This design comes from an exercise in tuning for small area and a short achievable clock period on the open sky130 flow, not from production work.
At most, simulation tests tie the RTL to the original design; equivalence was not proved.
Power is estimated from default activity; no workload was simulated.

// alu
module alu(
		input  FPUCLK,
		input  [31:0] A, B,
		input  [2:0]  CTRL,
		output reg [31:0] OUT
	);
Size: ~190 flip-flops, ~100 I/O pins.
export LEC_CHECK = 0
export ABC_AREA = 1
export CAP_MARGIN = 20
export CORE_MARGIN = 2
export CORE_UTILIZATION = 40
export SETUP_SLACK_MARGIN = 2.5
export SLEW_MARGIN = 20
create_clock -name core_clock -period 5.5 [get_ports {FPUCLK}]
run.sh (not shown) runs the stock make flow with config.mk's settings and CLKGATE_MAP_FILE= SYNTH_SCRIPT=/design/flow/synth_recipe.tcl, a recipe that flattens the netlist after the stock synthesis.
==> next run, changes <==
ABC_AREA = default   (was 1)
SETUP_SLACK_MARGIN = 3.0   (was 2.5)
After rerunning: The new run ran to the end with no violations; area after synthesis goes down by 4.4%; maximum frequency goes down by about 9%; setup slack degrades by 290 ps; die area fell by about 4.3%; via count went down by about 16%; synthesized cell count falls by 30%; power is higher by 6.8%; final cell count shrinks by 20%; first-iteration DRC count shrinks by 34%; worst hold slack barely changes.
==> next run, changes <==
ABC_AREA = 1   (was default)
=>
- The changed run finished clean
- sequential share of layout area rises by 0.90 points
- area after synthesis rises by 4.6%
- die area rises by 4.5%
- worst setup slack gets better by 710 ps
- wire length rises by 20%
==> next run, changes <==
ABC_AREA = default   (was 1)
SETUP_SLACK_MARGIN = 2.5   (was 3.0)
Result:
- clock-buffer cell count decreases by 4
- maximum frequency decreases by 22%
- synthesized area decreases by 4.4%
- wire length decreases by 22%
- cell area decreases by 4.0%
- power decreases by 7.0%
- final cell count decreases by 23%
- via count decreases by 21%
- non-clock buffer count decreases by 6
==> next run, changes <==
SETUP_SLACK_MARGIN = 2.0   (was 2.5)
=> Wire length is lower by 1.8%; combinational power is lower by about 6%; clock power hardly moves; worst setup slack loses 300 ps; sequential cell count is unchanged; first-iteration DRC count is lower by 20%; via count is lower by 0.70%; count of clock-buffer cells in the layout stays the same; synthesized cell count is unchanged; sequential power barely changes.
No functional check of the RTL was part of any run of this note.


Another version of the RTL of alu (not shown whole).
Size in the first run: roughly 1500 cells after synthesis, about 190 flip-flops, roughly 100 I/O pins, ~11000 µm² of cells after synthesis.
export LEC_CHECK = 0
export ABC_AREA = 1
export CAP_MARGIN = 20
export CORE_MARGIN = 2
export CORE_UTILIZATION = 40
export SETUP_SLACK_MARGIN = 3.1
export SLEW_MARGIN = 20
create_clock -name core_clock -period 5.5 [get_ports {FPUCLK}]
standard.sh (not shown) runs the stock make flow with config.mk's settings and CLKGATE_MAP_FILE= SYNTH_SCRIPT=/design/flow/synth_recipe.tcl, a recipe that flattens the netlist after the stock synthesis.
==> flow/flow/run.sh <==
#!/bin/bash
set -euo pipefail
bash standard.sh \
  "BUFFER_PORTS_ARGS=-buffer_cell sky130_fd_sc_hd__buf_2" \
  finish > make_finish.log 2>&1
Next try:
Settings changed: SETUP_SLACK_MARGIN 3.1 to 3.3.
Outcome: The changed run completed with no timing, DRC or antenna violations; critical path depth is unchanged; synthesized area is unchanged; via count went up by 0.97%; utilization goes up by 2.1 points; sequential power is about the same; count of clock-buffer cells in the layout rises by 2; global-route usage increases by 0.21 points; wire length went up by 1.8%; total power climbs by about 1.7%; synthesized cell count does not change; worst setup slack gains 0.0092 ns.
Next try:
==> flow/flow/run.sh (replaced) <==
#!/bin/bash
set -euo pipefail
bash standard.sh \
  "BUFFER_PORTS_ARGS=-buffer_cell sky130_fd_sc_hd__buf_1" \
  finish > make_finish.log 2>&1
Settings changed: ABC_CLOCK_PERIOD_IN_PS set to 2000, SETUP_SLACK_MARGIN 3.3 to 3.1.
The changed run passed the timing, DRC and antenna checks.
Global-route usage fell by 0.35 points.
Final area fell by 4.7%.
Non-clock buffer count fell by 9.
Next try:
==> flow/flow/run.sh (replaced) <==
#!/bin/bash
set -euo pipefail
bash standard.sh \
  "BUFFER_PORTS_ARGS=-buffer_cell sky130_fd_sc_hd__buf_2" \
  finish > make_finish.log 2>&1
Settings changed: ABC_CLOCK_PERIOD_IN_PS 2000 to not set, SETUP_SLACK_MARGIN 3.1 to 3.0.
- first-iteration DRC count rises by about a fifth
- design area falls slightly
- setup slack degrades by 0.084 ns
Next try:
==> flow/flow/run.sh (replaced) <==
#!/bin/bash
set -euo pipefail
bash standard.sh \
  "BUFFER_PORTS_ARGS=-buffer_cell sky130_fd_sc_hd__buf_1" \
  finish > make_finish.log 2>&1
Settings changed: SETUP_SLACK_MARGIN 3.0 to 3.1.
What happened: The new run went through all stages and came out clean. Sequential power is about the same. Power rises by 0.68%. Design area rises by 0.67%. Via count stays flat. Synthesized area stays the same. Clock-buffer cell count falls by 1. Die area does not change.
Next try:
==> flow/flow/run.sh (replaced) <==
#!/bin/bash
set -euo pipefail
bash standard.sh \
  "BUFFER_PORTS_ARGS=-buffer_cell sky130_fd_sc_hd__buf_2" \
  finish > make_finish.log 2>&1
Settings changed: CORE_UTILIZATION 40 to 50.
What happened: Setup slack is worse by 0.0084 ns. Global-route usage rose by 5.7 points. First-iteration DRC count rose by about a fifth. Die area fell by about a fifth. Non-clock buffer count rose by 13. Via count rose slightly. Fmax fell slightly.


Another version of the RTL of alu (not shown whole).
Size in the first run: about 190 flip-flops, roughly 100 I/O pins.
clock: 5.5 ns
lec_check: 0
cap_margin: 20
core_margin: 2
core_utilization: 40
slew_margin: 20
run.sh (not shown) runs the stock make flow with config.mk's settings and CLKGATE_MAP_FILE= SYNTH_SCRIPT=/design/flow/synth_recipe.tcl, a recipe that flattens the netlist after the stock synthesis.
Stock flow here: none of the scripts above is used.
Next try:
SETUP_SLACK_MARGIN = 2.5   (was unset)
Sequential share of layout area shrinks by 4.5 points.
Worst setup slack improved by 1.1 ns.
Die area stays the same.
Register-to-register slack gains 1.1 ns.
Wire length went up by roughly a tenth.
Next try:
ABC_CLOCK_PERIOD_IN_PS = 2500   (was unset)
After rerunning: Fmax does not change; wire length does not change; final area is unchanged; power is unchanged; global-route usage does not change; die area does not change.


## the baseline
Another version of the RTL of alu (not shown whole).
For scale: ~1600 cells after synthesis, roughly 190 flip-flops, about 100 I/O pins, roughly 11000 µm² of cells after synthesis.
export LEC_CHECK = 0
export ABC_AREA = 1
export CAP_MARGIN = 20
export CORE_MARGIN = 2
export CORE_UTILIZATION = 40
export SETUP_SLACK_MARGIN = 3.2
export SLEW_MARGIN = 20
create_clock -name core_clock -period 5.5 [get_ports {FPUCLK}]
standard.sh (not shown) runs the stock make flow with config.mk's settings and CLKGATE_MAP_FILE= SYNTH_SCRIPT=/design/flow/synth_recipe.tcl, a recipe that flattens the netlist after the stock synthesis.
==> flow/flow/run.sh <==
#!/bin/bash
set -euo pipefail
bash standard.sh \
  "BUFFER_PORTS_ARGS=-buffer_cell sky130_fd_sc_hd__buf_1" \
  finish > make_finish.log 2>&1
The final layout from the baseline, which completed every stage, passed the timing, DRC and antenna checks at the end of the flow.
What the candidate does differently from the baseline at the input level:
Settings: swapping 3.2 for 3.1 in SETUP_SLACK_MARGIN.
==> comparison <==
The baseline -> the candidate: overall routed net length increased slightly. Critical path arrival (higher): the baseline. In the candidate the final RePlAce weighted congestion turned out about 1.1% lower than in the baseline. Compared with the baseline, the candidate ends up with a smaller final cell area. The candidate: non-clock buffer total of the final layout lower than the baseline. Re initial core utilization: no difference whatsoever between the baseline and the candidate. Comparing the two runs side by side, the candidate comes out ahead of the baseline on power. The run with more setup slack is the candidate; the baseline has less.
No functional check of the RTL was part of any run of this note.


alu, a different RTL version from the one above (not shown whole).
Size: roughly 190 flip-flops, roughly 11000 sq um of cells after synthesis.
export LEC_CHECK = 0
export ABC_AREA = 1
export CAP_MARGIN = 20
export CORE_MARGIN = 2
export CORE_UTILIZATION = 40
export SETUP_SLACK_MARGIN = 3.4
export SLEW_MARGIN = 20
create_clock -name core_clock -period 5.5 [get_ports {FPUCLK}]
==> flow/flow/run.sh <==
#!/bin/bash
set -euo pipefail
bash standard.sh \
  "BUFFER_PORTS_ARGS=-buffer_cell sky130_fd_sc_hd__buf_2" \
  finish > make_finish.log 2>&1
Edit:
CORE_UTILIZATION = 55   (was 40)
SETUP_SLACK_MARGIN = 3.0   (was 3.4)
Via count stays flat.
Die area falls by 27%.
Cell area is lower by 5.4%.
Flip-flop and latch count does not change.
Global-route usage climbs by 6.9 points.
Worst hold slack is about the same.
Critical path depth does not change.
Wire length drops by 2.8%.
Non-clock buffer count fell by 32.
Fmax goes down by about 5%.
Edit:
CORE_UTILIZATION = 40   (was 55)
Cell area went down by 0.92%.
Routed wire length went down by 4.7%.
Power went down by 3.4%.
Fmax went up by 1.0%.
Combinational power went down by about 5%.
Worst setup slack improved by 27 ps.
Critical path depth is unchanged.
Count of clock-buffer cells in the layout went up by 3.
Edit:
CTS_BUF_LIST = sky130_fd_sc_hd__clkbuf_8   (was unset)
=> The changed run went through all stages and came out clean. Utilization fell by 0.88 points. Global-route usage decreases by 0.18 points. Sequential power hardly moves.
Edit:
==> flow/run.sh (new file) <==
#!/bin/bash
# synth_recipe.tcl (not shown) runs the flow's synth.tcl, then flattens the netlist and writes it again
# the make line also repeats each setting of config.mk as NAME=value (left out here)
make -C /OpenROAD-flow-scripts/flow DESIGN_CONFIG=/design/flow/config.mk WORK_HOME=/design/flow/orfs CLKGATE_MAP_FILE= SYNTH_SCRIPT=/design/flow/synth_recipe.tcl finish
CTS_BUF_LIST = unset   (was sky130_fd_sc_hd__clkbuf_8)
removed: flow/flow/run.sh
removed: flow/standard.sh
Effect: Global-route usage rose by 1.2 points. Via count rose by 3.7%. Clock power rose by 22%. Count of clock-buffer cells in the layout rose by 3. Sequential cell count stays the same.


alu, a different RTL version from the one above (not shown whole).
Size in the first run: about 1400 cells after synthesis, about 190 flip-flops, ~11000 sq um of cells after synthesis.
export LEC_CHECK = 0
export ABC_AREA = 1
export CAP_MARGIN = 0
export CORE_MARGIN = 2
export CORE_UTILIZATION = 40
export SETUP_SLACK_MARGIN = 3.0
export SLEW_MARGIN = 0
create_clock -name core_clock -period 5.5 [get_ports {FPUCLK}]
==> flow/flow/run.sh <==
#!/bin/bash
set -euo pipefail
bash standard.sh \
  "BUFFER_PORTS_ARGS=-buffer_cell sky130_fd_sc_hd__buf_2" \
  finish > make_finish.log 2>&1
The first run finished with timing, DRC and antenna clean.
Rerun with:
--- a/flow/config.mk
+++ b/flow/config.mk
@@ -7,7 +7,9 @@
 export LEC_CHECK = 0
 export ABC_AREA = 1
-export CAP_MARGIN = 0
+export CAP_MARGIN = 20
 export CORE_MARGIN = 2
 export CORE_UTILIZATION = 40
+export CTS_CLUSTER_DIAMETER = 100
+export CTS_CLUSTER_SIZE = 30
 export SETUP_SLACK_MARGIN = 3.0
-export SLEW_MARGIN = 0
+export SLEW_MARGIN = 20
What happened:
- The new run produced a clean layout
- final cell count does not change
- sequential power stays flat
- global-route usage stays the same
- utilization hardly moves
- synthesized cell count stays the same
- hold slack is about the same
- clock-buffer cell count is unchanged
- routed wire length stays flat
- area after synthesis does not change
- total power stays flat
- setup slack is about the same
Function was not checked in any run of this note: the RTL went through the layout flow alone.


== wip/fjord ==
Another version of the RTL of alu (not shown whole).
For scale: about 1500 cells after synthesis, roughly 190 flip-flops, about 100 I/O pins, about 11000 µm² of cells after synthesis.
Design alu, start of the top module:
module alu(
		input  FPUCLK,
		input  [31:0] A, B,
		input  [2:0]  CTRL,
		output [31:0] OUT
	);
Settings: LEC_CHECK=0, ABC_AREA=1, CAP_MARGIN=20, CORE_MARGIN=2, CORE_UTILIZATION=40, SETUP_SLACK_MARGIN=3.15, SLEW_MARGIN=20; clock period 5.5 ns.
==> flow/flow/run.sh <==
#!/bin/bash
set -euo pipefail
bash standard.sh \
  "BUFFER_PORTS_ARGS=-buffer_cell sky130_fd_sc_hd__buf_1" \
  finish > make_finish.log 2>&1
Setup changes, wip/fjord to wip/umber
Settings: SETUP_SLACK_MARGIN changed from 3.15 to 3.1; PLACE_DENSITY newly set to 0.75.
Results
- Every run (wip/fjord and wip/umber) finished clean.
- Multi-input combinational area share: wip/umber vs wip/fjord up 0.76 points
- Taking wip/fjord as the reference point, the core utilization of wip/umber falls by 1.0 points.
- As far as clock slew at the register clock pins of the worst setup and hold paths is concerned, wip/fjord and wip/umber perform about the same.
- Between wip/fjord and wip/umber, the routed wire length is higher for wip/fjord.
- Taking wip/fjord as the reference, in wip/umber violation count after the first detailed-route iteration rose by 30, clock network contribution to total cell area now smaller, final cell area excluding filler cells lost about 2.2%.
- Met2 layer wire length in the routed design | wip/umber below wip/fjord
- Placed standard-cell area of wip/umber is on par with wip/fjord.
- The worst hold slack of wip/fjord and that of wip/umber are within noise of each other.
- NOTE maximum VDD drop wip/fjord->wip/umber increased by more than a quarter
The inputs of wip/raven differ from those of wip/umber as listed below.
Settings: a deleted PLACE_DENSITY that had been 0.75.
==> notes.md <==
wip/raven finished end to end and its layout was clean on timing, DRC and antenna.
Summary — global-route wire length before repair, wip/raven relative to wip/umber: lower, by about 1.1%.
wip/umber has a lower power than wip/raven.
As far as length of routed met2 wiring is concerned, wip/umber and wip/raven perform about the same.
Against wip/umber as the reference, wip/raven delivers a lower placer congestion estimate.
Comparing the two runs side by side, wip/raven comes out ahead of wip/umber on slack of the worst reg-to-reg path.
In the metrics for wip/umber and wip/raven, the one carrying the lower sequential share of layout area is wip/raven.
Headroom to the max-slew limit: wip/raven vs wip/umber, no meaningful difference
In the final reports, the cell area of wip/raven is larger than that of wip/umber.


Setup of amber:
Starting RTL as in the previous note.
export LEC_CHECK = 0
export ABC_AREA = 1
export CAP_MARGIN = 20
export CORE_MARGIN = 2
export CORE_UTILIZATION = 40
export SETUP_SLACK_MARGIN = 3.0
export SLEW_MARGIN = 20
create_clock -name core_clock -period 5.5 [get_ports {FPUCLK}]
Scripts as last shown in full above: flow/flow/run.sh
Here is what was changed in the inputs of quartz compared with amber.
-- flow/config.mk --
<<< amber, line 11
export CORE_UTILIZATION = 40
export SETUP_SLACK_MARGIN = 3.0
export SLEW_MARGIN = 20
>>> quartz, line 11
export CORE_UTILIZATION = 40
export GPL_ROUTABILITY_DRIVEN = 0
export SETUP_SLACK_MARGIN = 3.1
export SLEW_MARGIN = 20
### Flow results
Comparing amber against quartz, there is no change at all in worst-case clock buffer depth. Compared quartz against amber; combined global-route utilization of all metal layers within noise. Reported for amber and quartz, arithmetic-cell share of the synthesized area counting full adders, half adders and majority gates turned out identical to the last digit. On layout overhead on the synthesized area: between amber and quartz, it ends up higher for quartz.
> inputs changed (quartz -> willow)
-- flow/config.mk --
<<< quartz, line 11
export CORE_UTILIZATION = 40
export GPL_ROUTABILITY_DRIVEN = 0
export SETUP_SLACK_MARGIN = 3.1
export SLEW_MARGIN = 20
>>> willow, line 11
export CORE_UTILIZATION = 40
export SETUP_SLACK_MARGIN = 3.2
export SLEW_MARGIN = 20
Results
willow completed every stage of the flow, and the final layout passed the timing, DRC and antenna checks. quartz → willow: sequential share of power now smaller, layout multi-input combinational cell count about even, post-CTS setup buffer count up 5, number of clock buffers inserted by TritonCTS level. Final non-filler cell area, willow vs quartz: up slightly. Worst-margin pin slew: quartz and willow compared, higher one is quartz. Cmp quartz and willow / timing-limited maximum frequency / higher: willow. willow against quartz: count of max-cap constraint violations stayed essentially flat, flip-flop and latch count held.
Changes in violet relative to willow:
-- flow/config.mk --
<<< willow, line 11
export CORE_UTILIZATION = 40
export SETUP_SLACK_MARGIN = 3.2
export SLEW_MARGIN = 20
>>> violet, line 11
export CORE_UTILIZATION = 40
export SETUP_SLACK_MARGIN = 3.05
export SLEW_MARGIN = 20
Notes after the runs:
From violet to willow, xor and xnor area share after synthesis did not move at all. Compared with willow, in violet total routing resource utilization after global routing saw little to no change, pre-CTS setup slack saw a decrease, final cell count without fillers saw a decrease. The run showing the smaller power is violet. [diff] area of all placed cells without fillers, violet relative to willow: improvement.

separate check: timing with driven ports:
The flow's constraints put no driver on any port. The routed layouts listed below were extracted and timed again, unchanged, in two steps. Step 1 assumes that a clkbuf_16 drives the clock port and a buf_2 every other input. Step 2 times the ports against the registers' clock, not the clock port: input delays grow and output delays shrink by t, the midpoint of the rising clock arrivals with the driver on. Three values: no drivers, after step 1, after step 2; two values: the first two.
run | shift t [ns] | slack for setup (ns) | worst setup path at the end | pins driven straight from the clock port
the first run of note 1 | 0.470 | 2.633 / 2.639 / 2.179 | input to register | 1
the second run of note 1 | 0.472 | 2.338 / 2.338 / 1.981 | input to register | 1
the third run of note 1 | 0.470 | 3.050 / 3.050 / 2.632 | input to register | 1
the fourth run of note 1 | 0.484 | 2.347 / 2.347 / 2.018 | input to register | 1
the fifth run of note 1 | 0.472 | 2.045 / 2.062 / 1.591 | input to register | 1
the first run of note 2 | 0.476 | 3.158 / 3.112 / 2.752 | input to register | 1
the second run of note 2 | 0.483 | 3.167 / 3.116 / 2.798 | input to register | 1
the third run of note 2 | 0.482 | 3.174 / 3.126 / 2.718 | input to register | 1
the fourth run of note 2 | 0.476 | 3.089 / 3.089 / 2.652 | input to register | 1
the fifth run of note 2 | 0.482 | 3.174 / 3.126 / 2.718 | input to register | 1
the sixth run of note 2 | 0.487 | 3.165 / 3.116 / 2.743 | input to register | 1
the first run of note 3 | 0.475 | 0.778 / 0.778 / 0.778 | register to register | 1
the second run of note 3 | 0.477 | 1.888 / 1.888 / 1.888 | register to register | 1
the third run of note 3 | 0.477 | 1.888 / 1.888 / 1.888 | register to register | 1
the baseline | 0.479 | 3.165 / 3.165 / 2.793 | input to register | 1
the candidate | 0.482 | 3.183 / 3.177 / 2.724 | input to register | 1
the first run of note 5 | 0.491 | 3.042 / 3.042 / 2.580 | input to register | 1
the second run of note 5 | 0.477 | 2.917 / 2.917 / 2.552 | input to register | 1
the third run of note 5 | 0.481 | 2.943 / 2.943 / 2.589 | input to register | 1
the fourth run of note 5 | 0.514 | 2.866 / 2.866 / 2.569 | input to register | 1
the fifth run of note 5 | 0.487 | 2.921 / 2.921 / 2.517 | input to register | 1
the first run of note 6 | 0.478 | 2.987 / 2.983 / 2.505 | input to register | 1
the second run of note 6 | 0.477 | 2.987 / 2.984 / 2.507 | input to register | 1
wip/fjord | 0.476 | 3.144 / 3.099 / 2.802 | input to register | 1
wip/umber | 0.478 | 3.142 / 3.092 / 2.757 | input to register | 1
wip/raven | 0.473 | 3.173 / 3.129 / 2.766 | input to register | 1
amber | 0.473 | 3.061 / 3.038 / 2.708 | input to register | 1
quartz | 0.477 | 3.127 / 3.079 / 2.738 | input to register | 1
willow | 0.481 | 3.142 / 3.095 / 2.828 | input to register | 1
violet | 0.480 | 3.115 / 3.066 / 2.694 | input to register | 1
After both steps setup and hold are still met in every run listed. The setup slack of the first run of note 6, which loses most, moves by -0.004 ns with the drivers and by -0.482 ns with both steps.
